This is an optimization exercise on Yosys and OpenROAD, whose aim is small area, not a production implementation.
Only the layout flow was run in this run; the RTL was not checked for function there.
Power and IR drop assume default switching activity.

--- flow/constraint.sdc ---
create_clock -name core_clock -period 10.0 [get_ports {clk}]
set_input_delay 2.0000 -clock core_clock [delete_from_list [all_inputs] [get_ports {clk}]]
set_output_delay 2.0000 -clock core_clock [all_outputs]
set_load 0.01 [all_outputs]
--- flow/design.v ---
`timescale 1ns / 1ps
module comparator(
input[9:0] newdata, 
input[9:0] storeddata,
output CMP
    );
assign CMP = newdata > storeddata ? 1'b1 : 1'b0;
endmodule
`timescale 1ns / 1ps
module treg (
    input wire clk,             
    input wire rst,             
    input wire [9:0] data_in,   
    output reg [9:0] data_out   
);
    always @(posedge clk) begin
        if (rst) begin
            data_out <= 10'h000;
        end else begin
            data_out <= data_in;
        end
    end
endmodule
`timescale 1ns / 1ps
module SR_N(input[9:0] newdata, input[9:0] above, input ctrl, input clk, input reset, input [1:0] load,input abvctrl, output[9:0] down
    );
    reg [9:0] data;
    always@(posedge clk) begin
        if (reset==1) begin
            data <= 10'b0;
        end
   case (load) 
   2'b00: begin
         if (abvctrl==0&&ctrl==1) begin
            data<=newdata;
        end
        else if ((abvctrl==1&&ctrl==1))begin
            data<=above;
        end 
    end
    2'b10: begin
         if (abvctrl==0) begin
            data<=newdata;
        end
        else if (abvctrl==1)begin
            data<=above;
        end 
    end
        2'b11: begin     
            data<=above;    
    end
    2'b01: begin
        data<=10'b0;
        end
    endcase
    end
  assign down= data;
endmodule
`timescale 1ns / 1ps
module SR_full(input[9:0] newdata, input [9:0] above, input clk, input reset,input [1:0] load,input abvctrl, output cmp, output [9:0] down
    );
wire[9:0] curval;        
SR_N SR_N0(newdata,above,cmp,clk,reset,load,abvctrl,curval);     
comparator c0(newdata,curval,cmp);       
assign down=curval;      
endmodule
`timescale 1ns / 1ps
module SR_chain(input [9:0] in0, input clk, input reset, input [N:0] enable, output [9:0] out0);
    parameter N = 1000;   
    parameter R = N/10;  
    wire [N*10+19:0] downwire;   
    wire [R*10-1:0] regwire;     
    wire [N:0] ctrl;             
    genvar i, j;
    assign downwire[9:0] = 10'b1111111111;    
    assign ctrl[0] = 0;  
    generate
        for(i=0; i<R; i=i+1) begin : reg_gen
            treg tregx(clk, reset, in0, regwire[i*10+9:i*10]);
        end
    endgenerate
    SR_full sr0(regwire[9:0], downwire[9:0], clk, reset, enable[1:0], ctrl[0], ctrl[1], downwire[19:10]);
    generate
        for(i=0; i<R; i=i+1) begin : reg_group
            if(i == 0) begin
                for(j=1; j<N/R; j=j+1) begin : sr_chain_first
                    SR_full srx(regwire[i*10+9:i*10], 
                              downwire[(i*N/R+j)*10+9:(i*N/R+j)*10], 
                              clk, reset, enable[i*N/R+j+1:i*N/R+j], 
                              ctrl[i*N/R+j], 
                              ctrl[i*N/R+j+1], 
                              downwire[(i*N/R+j)*10+19:(i*N/R+j)*10+10]);
                end
            end
            else begin
                for(j=0; j<N/R; j=j+1) begin : sr_chain_others
                    SR_full srx(regwire[i*10+9:i*10], 
                              downwire[(i*N/R+j)*10+9:(i*N/R+j)*10], 
                              clk, reset, enable[i*N/R+j+1:i*N/R+j], 
                              ctrl[i*N/R+j], 
                              ctrl[i*N/R+j+1], 
                              downwire[(i*N/R+j)*10+19:(i*N/R+j)*10+10]);
                end
            end
        end
    endgenerate
    assign out0 = downwire[N*10+9:N*10];
endmodule
`timescale 1ns / 1ps
module SR_chain_control(
    input start,
    input clk,
    input reset,
    output reg [N:0] enable,     
    output reg MLP_en,           
    output reg frame_end             
);
    reg [9:0] count;
    reg[3:0] cordic_count;
    reg CHAIN_en;  
    parameter N = 1000;    
        always@(posedge clk) begin
        if (reset == 1) begin
            CHAIN_en<=0;
            cordic_count<=0;
        end
        else if ((cordic_count<14)&&(start==1)) begin
            cordic_count<=cordic_count+1;
            end
        else if (start==1) begin
            CHAIN_en<=1;
        end
        end            
    always @(posedge clk) begin
        if (reset == 1) begin
            count <= 1;
            enable <= {1'b1, {(N-1){1'b1}}, 1'b0};
        end
        else if (count == N && CHAIN_en == 1) begin
            count <= 1;
            enable <= {1'b1, {(N-1){1'b1}}, 1'b0};
        end
        else if (count < N && CHAIN_en == 1) begin
            count <= count + 1;
            enable[count] <= 1'b0;
        end
    end
    always@(posedge clk) begin
        if (reset == 1) begin
            MLP_en<=0;
        end
        else if ((count<30)&&(count>2)) begin
            MLP_en<=1;
            end
        else begin
            MLP_en<=0;
        end
        end        
   always@(posedge clk) begin
        if (reset == 1) begin
            frame_end<=0;
        end
        else if ((count==N)) begin
            frame_end<=1;
            end
        else begin
            frame_end<=0;
        end
        end     
endmodule
`timescale 1ns / 1ps
module SR_chain_and_control_improved(
    input[9:0] ini, inq,           
    input clk, 
    input reset,
    input start,
    output[9:0] out0, out1,          
    output MLP_en, frame_end        
);
parameter N=1000;     
   wire[N:0] enable;      
    SR_chain #(.N(N)) SRC0(ini, clk, reset, enable, out0);     
    SR_chain #(.N(N)) SRC1(inq, clk, reset, enable, out1);
    SR_chain_control #(.N(N)) SRCC0(start, clk, reset, enable,MLP_en,frame_end);     
endmodule
`timescale 1ns / 1ps
module cordic_rtop #(
    parameter IW = 14,          
    parameter OW = 10,          
    parameter NSTAGES = 12,     
    parameter WW = IW+1         
) (
    input  wire               i_clk,    
    input  wire               i_ce,     
    input  wire signed [IW-1:0] i_xval,   
    input  wire signed [IW-1:0] i_yval,   
    output reg [OW-1:0] o_mag,    
    output reg [OW-1:0] o_phase   
);
    reg signed [WW-1:0] xv [0:NSTAGES];
    reg signed [WW-1:0] yv [0:NSTAGES];
    reg signed [18:0]   ph [0:NSTAGES];   
    wire signed [WW-1:0] e_xval = { i_xval[IW-1], i_xval };
    wire signed [WW-1:0] e_yval = { i_yval[IW-1], i_yval };
    localparam signed [19:0] CORDIC_GAIN = 20'd39798;   
    wire [18:0] cordic_angle [0:NSTAGES-1];
    assign cordic_angle[0]  = 19'd27203;  
    assign cordic_angle[1]  = 19'd14373;  
    assign cordic_angle[2]  = 19'd7296;  
    assign cordic_angle[3]  = 19'd3662;  
    assign cordic_angle[4]  = 19'd1832;  
    assign cordic_angle[5]  = 19'd916;  
    assign cordic_angle[6]  = 19'd458;  
    assign cordic_angle[7]  = 19'd229;  
    assign cordic_angle[8]  = 19'd115;  
    assign cordic_angle[9]  = 19'd57;  
    assign cordic_angle[10] = 19'd29;  
    assign cordic_angle[11] = 19'd14;  
    always @(posedge i_clk)
    if (i_ce)
        case({i_xval[IW-1], i_yval[IW-1]})
        2'b01: begin  
            xv[0] <=  e_xval - e_yval;
            yv[0] <=  e_xval + e_yval;
            ph[0] <= 19'd322560;  
            end
        2'b10: begin  
            xv[0] <= -e_xval + e_yval;
            yv[0] <= -e_xval - e_yval;
            ph[0] <= 19'd138240;  
            end
        2'b11: begin  
            xv[0] <= -e_xval - e_yval;
            yv[0] <=  e_xval - e_yval;
            ph[0] <= 19'd230400;  
            end
        default: begin  
            xv[0] <=  e_xval + e_yval;
            yv[0] <= -e_xval + e_yval;
            ph[0] <= 19'd46080;  
            end
        endcase
    genvar i;
    generate for(i=0; i<NSTAGES; i=i+1) begin : TOPOLARloop
        always @(posedge i_clk)
        if (i_ce)
        begin
            if (yv[i][WW-1]) begin  
                xv[i+1] <= xv[i] - (yv[i]>>>(i+1));
                yv[i+1] <= yv[i] + (xv[i]>>>(i+1));
                ph[i+1] <= ph[i] - cordic_angle[i];
            end else begin
                xv[i+1] <= xv[i] + (yv[i]>>>(i+1));
                yv[i+1] <= yv[i] - (xv[i]>>>(i+1));
                ph[i+1] <= ph[i] + cordic_angle[i];
            end
        end
    end endgenerate
    reg signed [2*WW:0] mag_result;
    reg [OW-1:0] phase_result;
always @(posedge i_clk) begin
    if (i_ce) begin
        mag_result <= (xv[NSTAGES] * CORDIC_GAIN) >>> 13;
        phase_result <= ph[NSTAGES][18:19-OW];
    end
end
always @(posedge i_clk) begin
    if (i_ce) begin
        o_mag <= mag_result[WW-1:WW-OW];
        o_phase <= phase_result;
    end
end
endmodule
`timescale 1ns / 1ps
module DBSCAN_ARG(input[9:0] in0,input clk,input reset,input start,input frame_end,output [9:0] out0);
reg[9:0] newval,oldval,pointcount,clustercount;    
wire[9:0] diff;    
parameter e = 0;   
parameter m = 1;   
reg [9:0] outreg;    
assign diff=newval-oldval;
assign out0=outreg;     
always@(posedge clk) begin
oldval<=newval;      
newval<=in0;         
if (reset==1) begin
newval<=0;
oldval<=0;               
pointcount<=0;
clustercount <=0;
end
else if ((pointcount>=m)&&(frame_end==1)) begin
outreg<=clustercount+1;
clustercount <=0;
pointcount<=0;
end
else if ((pointcount<m)&&(frame_end==1)) begin
outreg<=clustercount;
clustercount <=0;
pointcount<=0;
end
else if ((diff<=e)&&(start==1)) begin
pointcount = pointcount +1;
end
else if ((pointcount>=m)&&(start==1))begin
clustercount =clustercount+1;
pointcount<=0;
end
end
endmodule
`timescale 1ns / 1ps
module DBSCAN_ABS(input[9:0] in0,input clk,input reset,input start,input frame_end,output [9:0] out0);
reg[9:0] newval,oldval,pointcount,clustercount;    
wire[9:0] diff;    
parameter e = 0;   
parameter m = 1;   
reg [9:0] outreg;    
assign diff=newval-oldval;
assign out0=outreg;     
always@(posedge clk) begin
oldval<=newval;      
newval<=in0;         
if (reset==1) begin
newval<=0;
oldval<=0;               
pointcount<=0;
clustercount <=0;
end
else if ((pointcount>=m)&&(frame_end==1)) begin
outreg<=clustercount+1;
clustercount <=0;
pointcount<=0;
end
else if ((pointcount<m)&&(frame_end==1)) begin
outreg<=clustercount;
clustercount <=0;
pointcount<=0;
end
else if ((diff<=e)&&(start==1)) begin
pointcount = pointcount +1;
end
else if ((pointcount>=m)&&(start==1))begin
clustercount =clustercount+1;
pointcount<=0;
end
end
endmodule
`timescale 1ns / 1ps
module mlp_24bit_scalable #(
    parameter NUM_HIDDEN = 3,
    parameter NUM_OUTPUTS = 15
)(
    input wire clk,
    input wire rst,
    input wire start,
    input wire [23:0] input_1,
    input wire [23:0] input_2,
    output wire [3:0] classification_result,
    output wire [23:0] regression_result,
    output wire done
);
    localparam IDLE = 3'd0;
    localparam COMPUTE_HIDDEN_MUL = 3'd1;
    localparam COMPUTE_HIDDEN_SUM = 3'd2;
    localparam COMPUTE_OUTPUT_MUL = 3'd3;
    localparam COMPUTE_OUTPUT_SUM = 3'd4;
    localparam ARGMAX = 3'd5;
    localparam DONE_STATE = 3'd6;
    reg [23:0] current_value;
    reg [2:0] state;
    localparam NUM_INPUTS = 2;
    reg [23:0] hidden_outputs [0:NUM_HIDDEN-1];
    reg [47:0] hidden_mul_results [0:NUM_HIDDEN-1][0:NUM_INPUTS-1];
    reg [23:0] hidden_sums [0:NUM_HIDDEN-1];
    reg [47:0] output_mul_results [0:NUM_OUTPUTS-1][0:NUM_HIDDEN-1];
    reg [23:0] output_values [0:NUM_OUTPUTS-1];
    reg [23:0] temp_sum;
    reg [4:0] counter;
    reg [23:0] max_value;
    reg [3:0] max_index;
    integer i, j;
function [15:0] hidden_weights;
    input integer a, b;
    begin
        case (a*4+b)
            0: hidden_weights = 16'h0032;   
            1: hidden_weights = 16'hFFEA;   
            4: hidden_weights = 16'hFFF6;   
            5: hidden_weights = 16'h005F;   
            8: hidden_weights = 16'hFFB8;   
            9: hidden_weights = 16'h0062;   
            default: hidden_weights = 16'h0000;
        endcase
    end
endfunction
function [15:0] hidden_biases;
    input integer a;
    begin
        case (a)
            0: hidden_biases = 16'hFBAA;   
            1: hidden_biases = 16'hFE84;   
            2: hidden_biases = 16'h07DA;   
            default: hidden_biases = 16'h0000;
        endcase
    end
endfunction
function [15:0] output_weights;
    input integer a, b;
    begin
        case (a*4+b)
            0: output_weights = 16'h0040;   
            1: output_weights = 16'hFFE3;   
            2: output_weights = 16'h00CE;   
            4: output_weights = 16'hF89B;   
            5: output_weights = 16'h0209;   
            6: output_weights = 16'hFEC1;   
            8: output_weights = 16'hFEB1;   
            9: output_weights = 16'h0082;   
            10: output_weights = 16'hFFB1;   
            12: output_weights = 16'hFF75;   
            13: output_weights = 16'h006C;   
            14: output_weights = 16'hFFAA;   
            16: output_weights = 16'hFFDC;   
            17: output_weights = 16'h0011;   
            18: output_weights = 16'hEAEE;   
            20: output_weights = 16'h0034;   
            21: output_weights = 16'h0000;   
            22: output_weights = 16'hF52C;   
            24: output_weights = 16'h005A;   
            25: output_weights = 16'h0014;   
            26: output_weights = 16'h0029;   
            28: output_weights = 16'hFF9E;   
            29: output_weights = 16'h0066;   
            30: output_weights = 16'hFFCD;   
            32: output_weights = 16'hFFD3;   
            33: output_weights = 16'hFF1D;   
            34: output_weights = 16'hFFD3;   
            36: output_weights = 16'hFFCE;   
            37: output_weights = 16'hFEB4;   
            38: output_weights = 16'hE351;   
            40: output_weights = 16'h001F;   
            41: output_weights = 16'hFF21;   
            42: output_weights = 16'hF64E;   
            44: output_weights = 16'hFFF2;   
            45: output_weights = 16'hFFA0;   
            46: output_weights = 16'hD835;   
            48: output_weights = 16'h003D;   
            49: output_weights = 16'hFFBD;   
            50: output_weights = 16'hF083;   
            52: output_weights = 16'h0070;   
            53: output_weights = 16'hFF91;   
            54: output_weights = 16'hFF6D;   
            56: output_weights = 16'h009C;   
            57: output_weights = 16'hFFDE;   
            58: output_weights = 16'hFE3A;   
            default: output_weights = 16'h0000;
        endcase
    end
endfunction
function [15:0] output_biases;
    input integer a;
    begin
        case (a)
            0: output_biases = 16'hFB48;   
            1: output_biases = 16'h1174;   
            2: output_biases = 16'h0802;   
            3: output_biases = 16'h03A5;   
            4: output_biases = 16'h053B;   
            5: output_biases = 16'hFAAF;   
            6: output_biases = 16'hEED2;   
            7: output_biases = 16'hFF66;   
            8: output_biases = 16'h0B76;   
            9: output_biases = 16'h0EA9;   
            10: output_biases = 16'h063F;   
            11: output_biases = 16'h08A5;   
            12: output_biases = 16'hFF7B;   
            13: output_biases = 16'hF731;   
            14: output_biases = 16'hE796;   
            default: output_biases = 16'h0000;
        endcase
    end
endfunction
    function [23:0] relu;
        input [23:0] value;
        begin
            relu = (value[23]) ? 24'h000000 : value;  
        end
    endfunction
    always @(posedge clk) begin
        if (rst) begin
            state <= IDLE;
            counter <= 5'd0;
            max_value <= 24'h800000;  
            max_index <= 4'd0;
            for (i = 0; i < NUM_OUTPUTS; i = i + 1) begin
                output_values[i] <= 24'h800000;
            end
            for (i = 0; i < NUM_HIDDEN; i = i + 1) begin
                hidden_outputs[i] <= 24'h000000;
            end
        end else begin
            case (state)
                IDLE: begin
                    if (start) begin
                        state <= COMPUTE_HIDDEN_MUL;
                    end
                end
                COMPUTE_HIDDEN_MUL: begin
                    for (i = 0; i < NUM_HIDDEN; i = i + 1) begin
                        hidden_mul_results[i][0] <= $signed(input_1) * $signed(hidden_weights(i,0));
                        hidden_mul_results[i][1] <= $signed(input_2) * $signed(hidden_weights(i,1));
                    end
                    state <= COMPUTE_HIDDEN_SUM;
                end
                COMPUTE_HIDDEN_SUM: begin
                    for (i = 0; i < NUM_HIDDEN; i = i + 1) begin
                        hidden_sums[i] = $signed(hidden_biases(i));
                        for (j = 0; j < NUM_INPUTS; j = j + 1) begin
                            hidden_sums[i] = hidden_sums[i] + $signed(hidden_mul_results[i][j][30:7]);
                        end
                        hidden_outputs[i] <= relu(hidden_sums[i]);
                    end
                    state <= COMPUTE_OUTPUT_MUL;
                end
                COMPUTE_OUTPUT_MUL: begin
                    for (i = 0; i < NUM_OUTPUTS; i = i + 1) begin
                        for (j = 0; j < NUM_HIDDEN; j = j + 1) begin
                            output_mul_results[i][j] <= $signed(hidden_outputs[j]) * $signed(output_weights(i,j));
                        end
                    end
                    state <= COMPUTE_OUTPUT_SUM;
                end
                COMPUTE_OUTPUT_SUM: begin
                    for (i = 0; i < NUM_OUTPUTS; i = i + 1) begin
                        temp_sum = $signed(output_biases(i));
                        for (j = 0; j < NUM_HIDDEN; j = j + 1) begin
                            temp_sum = temp_sum + $signed(output_mul_results[i][j][30:7]);
                        end
                        output_values[i] <= temp_sum;
                    end
                    counter <= 5'd0;
                    state <= ARGMAX;
                end
                ARGMAX: begin
                    if (counter < NUM_OUTPUTS) begin
                        if (counter == 0) begin
                            max_value <= output_values[0];
                            max_index <= 4'd0;
                            current_value <= output_values[counter+1];
                            counter <= counter + 1;
                        end else begin
                            if ($signed(current_value) > $signed(max_value)) begin
                                max_value <= current_value;
                                max_index <= counter[3:0];
                            end
                            if (counter < NUM_OUTPUTS - 1) begin
                                current_value <= output_values[counter+1];
                            end
                            counter <= counter + 1;
                            if (counter == (NUM_OUTPUTS - 1)) begin
                                state <= DONE_STATE;
                            end
                        end
                    end else begin
                        state <= DONE_STATE;
                    end
                end
                DONE_STATE: begin
                    if (start == 0) begin
                        state <= IDLE;
                    end
                end
                default: state <= IDLE;
            endcase
        end
    end
    assign classification_result = max_index;
    assign regression_result = output_values[0];
    assign done = (state == DONE_STATE);
endmodule
`timescale 1ns / 1ps
module SR_full_top(input [13:0] ini, 
                    input[13:0] inq, 
                    input clk, 
                    input reset, 
                    input start, 
                    output [9:0] out0, 
                    output [9:0] out1, 
                    output[3:0] classification_result, 
                    output [23:0] regression_result, 
                    output done,
                    output frame_end
    );
    parameter N=250;    
    wire [9:0] abs, arg,sortoutarg, sortoutabs;    
    wire MLP_en;   
    wire [23:0] mlpin0,mlpin1;   
cordic_rtop CORDIC0(clk,start,ini,inq,abs,arg);
SR_chain_and_control_improved #(.N(N)) SRCC0(abs,arg,clk,reset,start,sortoutabs,sortoutarg,MLP_en,frame_end);   
reg dbscan_final;
always@(posedge clk) begin
    if (reset == 1)
        dbscan_final <= 0;
    else
        dbscan_final <= frame_end;
end
DBSCAN_ARG DBSCANARG(sortoutarg, clk, reset, start, dbscan_final,out0);  
DBSCAN_ABS DBSCANABS(sortoutabs, clk, reset, start, dbscan_final,out1);
assign mlpin0 = {7'b0000000, out0, 7'b0000000};    
assign mlpin1 = {7'b0000000, out1, 7'b0000000};    
mlp_24bit_scalable MLP0(clk,reset,MLP_en,mlpin0,mlpin1,classification_result,regression_result,done);
endmodule
--- flow/run.sh ---
#!/bin/bash
# synth_recipe.tcl (not shown) runs the flow's synth.tcl, then flattens the netlist and writes it again
# the make line also repeats each setting of config.mk as NAME=value (left out here)
make -C /OpenROAD-flow-scripts/flow DESIGN_CONFIG=/design/flow/config.mk WORK_HOME=/design/flow/orfs CLKGATE_MAP_FILE= SYNTH_SCRIPT=/design/flow/synth_recipe.tcl finish
--- flow/config.mk ---
export PLATFORM = sky130hd
export DESIGN_NAME = SR_full_top
export DESIGN_NICKNAME = SR_full_top
export VERILOG_FILES = /design/flow/design.v
export SDC_FILE = /design/flow/constraint.sdc
export NUM_CORES = 8
export LEC_CHECK = 0
export CAP_MARGIN = 20
export CORE_MARGIN = 2
export CORE_UTILIZATION = 40
export PLACE_DENSITY = 0.5
export SLEW_MARGIN = 20
==> run summary <==
==> worst reg2reg max path, stage by stage (launching register included) <==
cell and delay, ps:
dfxtp_1 920, inv_1 650, ha_1 750, inv_1 260, fa_1 530, inv_1 50
fa_1 490, inv_1 50, fa_1 460, ha_1 290, ha_1 330, inv_1 80
o21ai_1 70, a21oi_1 330, o21ai_1 190, a211oi_1 390, o21ai_1 140, a41oi_1 970
a21oi_1 430, nor4bb_1 370, a211o_1 140
==> flip-flops by register name, indices dropped and copies added (netlist names), 24 cells and up <==
signal / cells
SRCC0.SRC1.reg_group.genblk1.sr_chain_others.srx.SR_N0.data: 2400
SRCC0.SRC1.reg_group.genblk1.sr_chain_first.srx.SR_N0.data: 90
CORDIC0.ph: 207
MLP0.hidden_mul_results: 89
MLP0.output_values: 360
SRCC0.SRC0.reg_group.genblk1.sr_chain_first.srx.SR_N0.data: 90
MLP0.current_value: 24
MLP0.max_value: 24
SRCC0.SRC0.reg_group.genblk1.sr_chain_others.srx.SR_N0.data: 2400
MLP0.hidden_outputs: 62
CORDIC0.xv: 195
MLP0.output_mul_results: 1001
SRCC0.SRCC0.enable: 251
CORDIC0.yv: 167
==> worst max path at each step <==
stage | cells past startpoint | end | slack, ps | from
after global routing | 21 | MLP0.output_mul_results[35][30] | 1860 | MLP0.hidden_outputs[2][6]
after global placement | 21 | MLP0.output_mul_results[35][30] | 2010 | MLP0.hidden_outputs[2][6]
after detailed placement | 20 | MLP0.output_mul_results[41][29] | 2140 | MLP0.hidden_outputs[2][6]
final | 20 | MLP0.output_mul_results[41][29] | 2030 | MLP0.hidden_outputs[2][6]
after CTS | 20 | MLP0.output_mul_results[41][29] | 2110 | MLP0.hidden_outputs[2][6]
after floorplan | 6 | MLP0.output_mul_results[0][10] | -24950 | reset
==> per-stage QoR <==
step                std cells  utilization [%]  hold slack, ps  worst slack [ps]
floorplan               60700                -             400            -24950
global placement        78300             41.9             401              2010
detailed placement      78300             42.0             405              2140
CTS                     80000             44.2             414              2110
global route            80100             44.3             420              1860
finish                  80300             44.4             355              2030
==> power groups by stage <==
| stage | clock [W] | sequential [W] | combinational [W] |
|---|---|---|---|
| after floorplan | 0 | 0.0377 | 0.0310 |
| after global placement | 0 | 0.0381 | 0.0413 |
| after detailed placement | 0 | 0.0381 | 0.0417 |
| after CTS | 0.0368 | 0.0375 | 0.0420 |
| after global routing | 0.0379 | 0.0377 | 0.0480 |
| final | 0.0362 | 0.0374 | 0.0415 |
==> area by class of cell <==
type	count	area [um2]
antenna	229	573
multi-input combinational	40000	343000
inverter	11200	42100
clock inverter	413	5280
fill	137000	776000
clock buffer	1304	26800
sequential	7570	169000
tap	18500	23200
timing repair buffer	991	9000
==> synth_stat cells, drive strengths merged (127+ instances only) <==
| cell | instances | area (um2) |
|---|---|---|
| and2 | 660 | 4130 |
| and4 | 176 | 1540 |
| buf | 240 | 938 |
| inv | 11200 | 42000 |
| nand2b | 278 | 1740 |
| or2 | 156 | 976 |
| o221ai | 174 | 1520 |
| ha | 8977 | 112000 |
| edfxtp | 1743 | 52300 |
| o21a | 1030 | 7730 |
| nand3 | 1779 | 8910 |
| nor2 | 2729 | 10200 |
| a2111oi | 127 | 1210 |
| o21bai | 315 | 2360 |
| a22oi | 683 | 5130 |
| clkbuf | 1679 | 6310 |
| o22ai | 184 | 1170 |
| nor2b | 838 | 5260 |
| a221o | 1643 | 16400 |
| a21boi | 148 | 1110 |
| xor2 | 516 | 4520 |
| nand4 | 665 | 4160 |
| o211ai | 132 | 996 |
| dfxtp | 5827 | 117000 |
| a211oi | 355 | 2700 |
| o31ai | 141 | 1060 |
| a21o | 1325 | 9950 |
| a22o | 164 | 1440 |
| o21ai | 2073 | 10400 |
| a222oi | 2075 | 20800 |
| xnor2 | 1294 | 11300 |
| nand2 | 2224 | 8360 |
| nor4 | 505 | 3630 |
| a21oi | 2802 | 14100 |
| o32ai | 138 | 1210 |
| nor3 | 1619 | 8170 |
| fa | 1966 | 39400 |
| or3 | 130 | 813 |
| o311ai | 447 | 3920 |
| and3 | 366 | 2290 |
| a31oi | 205 | 1290 |
==> per-layer routing <==
layer	up-vias	global-route usage [%]
met1	224000	38.1
met2	14400	46.8
met5	-	0
met3	3251	4.52
li1	219000	-
met4	70	11.4
==> cell families (layout without fill, tap and decap cells) <==
kind of cell | Yosys count | in the layout | synth area share (%)
fa+ha+maj | 10900 | 10900 | 27.1
mux | 81 | 81 | 0.153
flops | 7570 | 7570 | 30.2
buf+inv | 13100 | 13900 | 8.81
compound gates | 14800 | 14800 | 19.7
other cells | 0 | 229 | 0
xor+xnor | 1810 | 1810 | 2.83
simple gates | 12400 | 12400 | 11.1
==> impl_results.rst <==
.. list-table::
   :header-rows: 1

   * - Metric
     - Value
   * - Most common cell after layout, fill and taps aside
     - inv_1
   * - # H-tree levels
     - 6
   * - Placement Rows
     - 434
   * - CP startpoint kind
     - register
   * - Total vias in the final route
     - 461,000
   * - Highest achievable clock rate
     - 125 MHz
   * - Die extent in x
     - 1190 um
   * - Pin count of the biggest net entering global routing
     - 154
   * - Final setup skew
     - 131 ps
   * - Post-synthesis instance area
     - 0.559 mm2
   * - Violation count after the first detailed-route iteration
     - 47,000
   * - Net count reported at finish
     - 71,700
   * - Leftover overflow at the end of global routing
     - 0
   * - Number of maximum-capacitance violations
     - 0
   * - Yosys warning count
     - 16
   * - Ratio of routed vias to standard cells
     - 5.74
   * - Logic pwr share
     - 36.1%
   * - Power dissipated by switching net loads
     - 0.0407 W
   * - WHS Endpoint
     - SRCC0.SRC1.reg_gen[24].tregx.data_out[6]
   * - Crit share post-route
     - 79.7%
   * - Leakage component of the power
     - 289 nW
   * - Measured slew at the worst slew-check pin
     - 1330 ps
   * - Primary FF master, synth
     - dfxtp_1
   * - Share of synthesized flip-flops with an asynchronous set or reset
     - 0%
   * - Fraction of final layout cells sized beyond drive strength 1
     - 5.12%
   * - Starting density of the core
     - 40.1%
   * - Post-detailed-route count of antenna-violating nets
     - 0
   * - Average wire per cell in the routed design
     - 26.0 um
   * - Number of flops mapped to enable cells by yosys
     - 1,743
   * - Clk Latency, worst-skew pair
     - 1310 ps
   * - Setup violators final
     - 0
   * - Number of cells on the worst reg-to-reg path
     - 20
   * - Arrival time of the worst setup path
     - 9090 ps
   * - Area growth syn-to-layout
     - 10.6%
   * - Slack of the worst reg-to-reg path
     - 2030 ps
   * - Routed wl met3
     - 140,000 um
   * - Uppermost signal routing layer after detailed routing
     - met5
   * - Routability-driven placement congestion ratio
     - 0.975
   * - Clock period minus final worst setup slack
     - 7970 ps
   * - Number of synthesized register bits
     - 7,570
   * - Standard cell core area
     - 1.40 mm2
   * - Capturing element type of the critical path
     - register
   * - Cell area after layout
     - 0.619 mm2
   * - Number of placed I/O pins
     - 81
   * - Amount of wire on met2 after detailed routing
     - 950,000 um
   * - Internal portion of total power
     - 0.0744 W
   * - Number of gates given a new drive strength after cts
     - 0
   * - Number of antenna violations at the first check in global routing
     - 203
   * - Setup repair after global routing missed its margin
     - no
   * - Switching power as a share of total power
     - 35.4%
   * - Number of remaining DRC errors
     - 0
   * - Clock transition at the registers of the reported paths
     - 80 ps
   * - CTS tree
     - done
   * - Crit path cell chain
     - inv_1, ha_1, inv_1, fa_1, inv_1, fa_1, inv_1, fa_1, ha_1, ha_1, inv_1, o21ai_1, a21oi_1, o21ai_1, a211oi_1, o21ai_1, a41oi_1, a21oi_1, nor4bb_1, a211o_1
   * - Post-synthesis cell count
     - 60,700
   * - Capturing point of the worst reg2reg path
     - MLP0.output_mul_results[41][29]
   * - Cell depth of the worst min-delay path
     - 1
   * - Power per standard cell area
     - 186 mW/mm2
   * - Number of sinks on the clock net
     - 7,570
   * - Die outline area
     - 1.41 mm2
   * - Vias in the first global route
     - 446,000
   * - Run status
     - no timing/DRC/antenna violations
   * - DPL Wire Length
     - 1,600,000 um
   * - Number of buffers added to fix hold violations after cts
     - 0
   * - Sequential area share after synthesis
     - 30.2%
   * - Relative contribution of the clock network to total power
     - 31.4%
   * - Commonest non-fill, non-tap cells in the layout
     - 11,200 x inv_1, 8,977 x ha_1, 5,768 x dfxtp_1
   * - Distinct cell type count after synthesis
     - 118
   * - Min-Delay Startpoint
     - CORDIC0.o_phase[6]
   * - Setup TNS Final
     - 0 ps
   * - Routed met1 length
     - 907,000 um
   * - Part of the total power dissipated in sequential elements
     - 32.5%
   * - Category of the most critical setup path
     - register to register
   * - Total length of routed wires
     - 2,090,000 um
   * - IR drop worst, VDD
     - 1.06 mV
   * - Mapped Nets
     - 71,700
   * - Worst stage delay on the critical path
     - 970 ps
   * - Cell area after placement
     - 0.585 mm2
   * - Kind of cell adding the most delay to the critical path
     - adder cells
   * - DIE HEIGHT
     - 1190 um
   * - Iteration count of the initial detailed-routing pass
     - 12
   * - Number of hold violations in the final report
     - 0
   * - Clock Tree Buf Depth
     - 5
   * - Slew margin rel.
     - 10.9%
   * - Required time of the critical path
     - 11,120 ps
   * - Aggregate global-route resource usage
     - 28.7%
   * - Total setup buffers inserted after CTS
     - 0
   * - Cts bufs inserted
     - 922
   * - Synthesized area divided by synthesized cell count
     - 9.21 um2
   * - First-pass GRT wire length
     - 3,040,000 um
   * - CTS root buf
     - clkbuf_16
   * - Cell with the biggest individual delay on the critical path
     - a41oi_1
   * - Number of port buffers
     - 80
   * - Number of buffers and inverters on the critical path
     - 5
   * - Total Power Consumption
     - 0.115 W
   * - Worst Hold Class
     - register to register
   * - Max-slew violation total from the final report
     - 0
   * - R2R Path Start
     - MLP0.hidden_outputs[2][6]
   * - Largest driver fanout on the critical path
     - 12
   * - Cell with the most instances on the worst path
     - inv_1

-- port drivers added, routing unchanged --
In the flow no input, the clock included, has a driving cell. The finished layout below was timed again as built, in two steps. Step 1 assumes that a clkbuf_16 drives the clock port and a buf_2 every other input. Step 2 adds t to the input delays and takes it off the output delays; t is the mean of the earliest and latest rising clock arrival at the registers after step 1. Input paths then give back, and output paths get back, about the clock's delay inside the block. Slacks: no drivers / after step 1 / after step 2; pairs: no drivers / after step 1.
t, ns: 1.433
slack for setup (ns): 2.028 / 2.028 / 2.028
worst hold slack (ns): 0.355 / 0.355 / 0.355
latest minus earliest clock arrival (ns): 0.143 / 0.143
worst slew at a driven data input, ns: 0.09
After both steps this run still meets setup and hold. For this run, drivers alone change the setup slack by 0.000 ns; drivers and shift together by 0.000 ns.
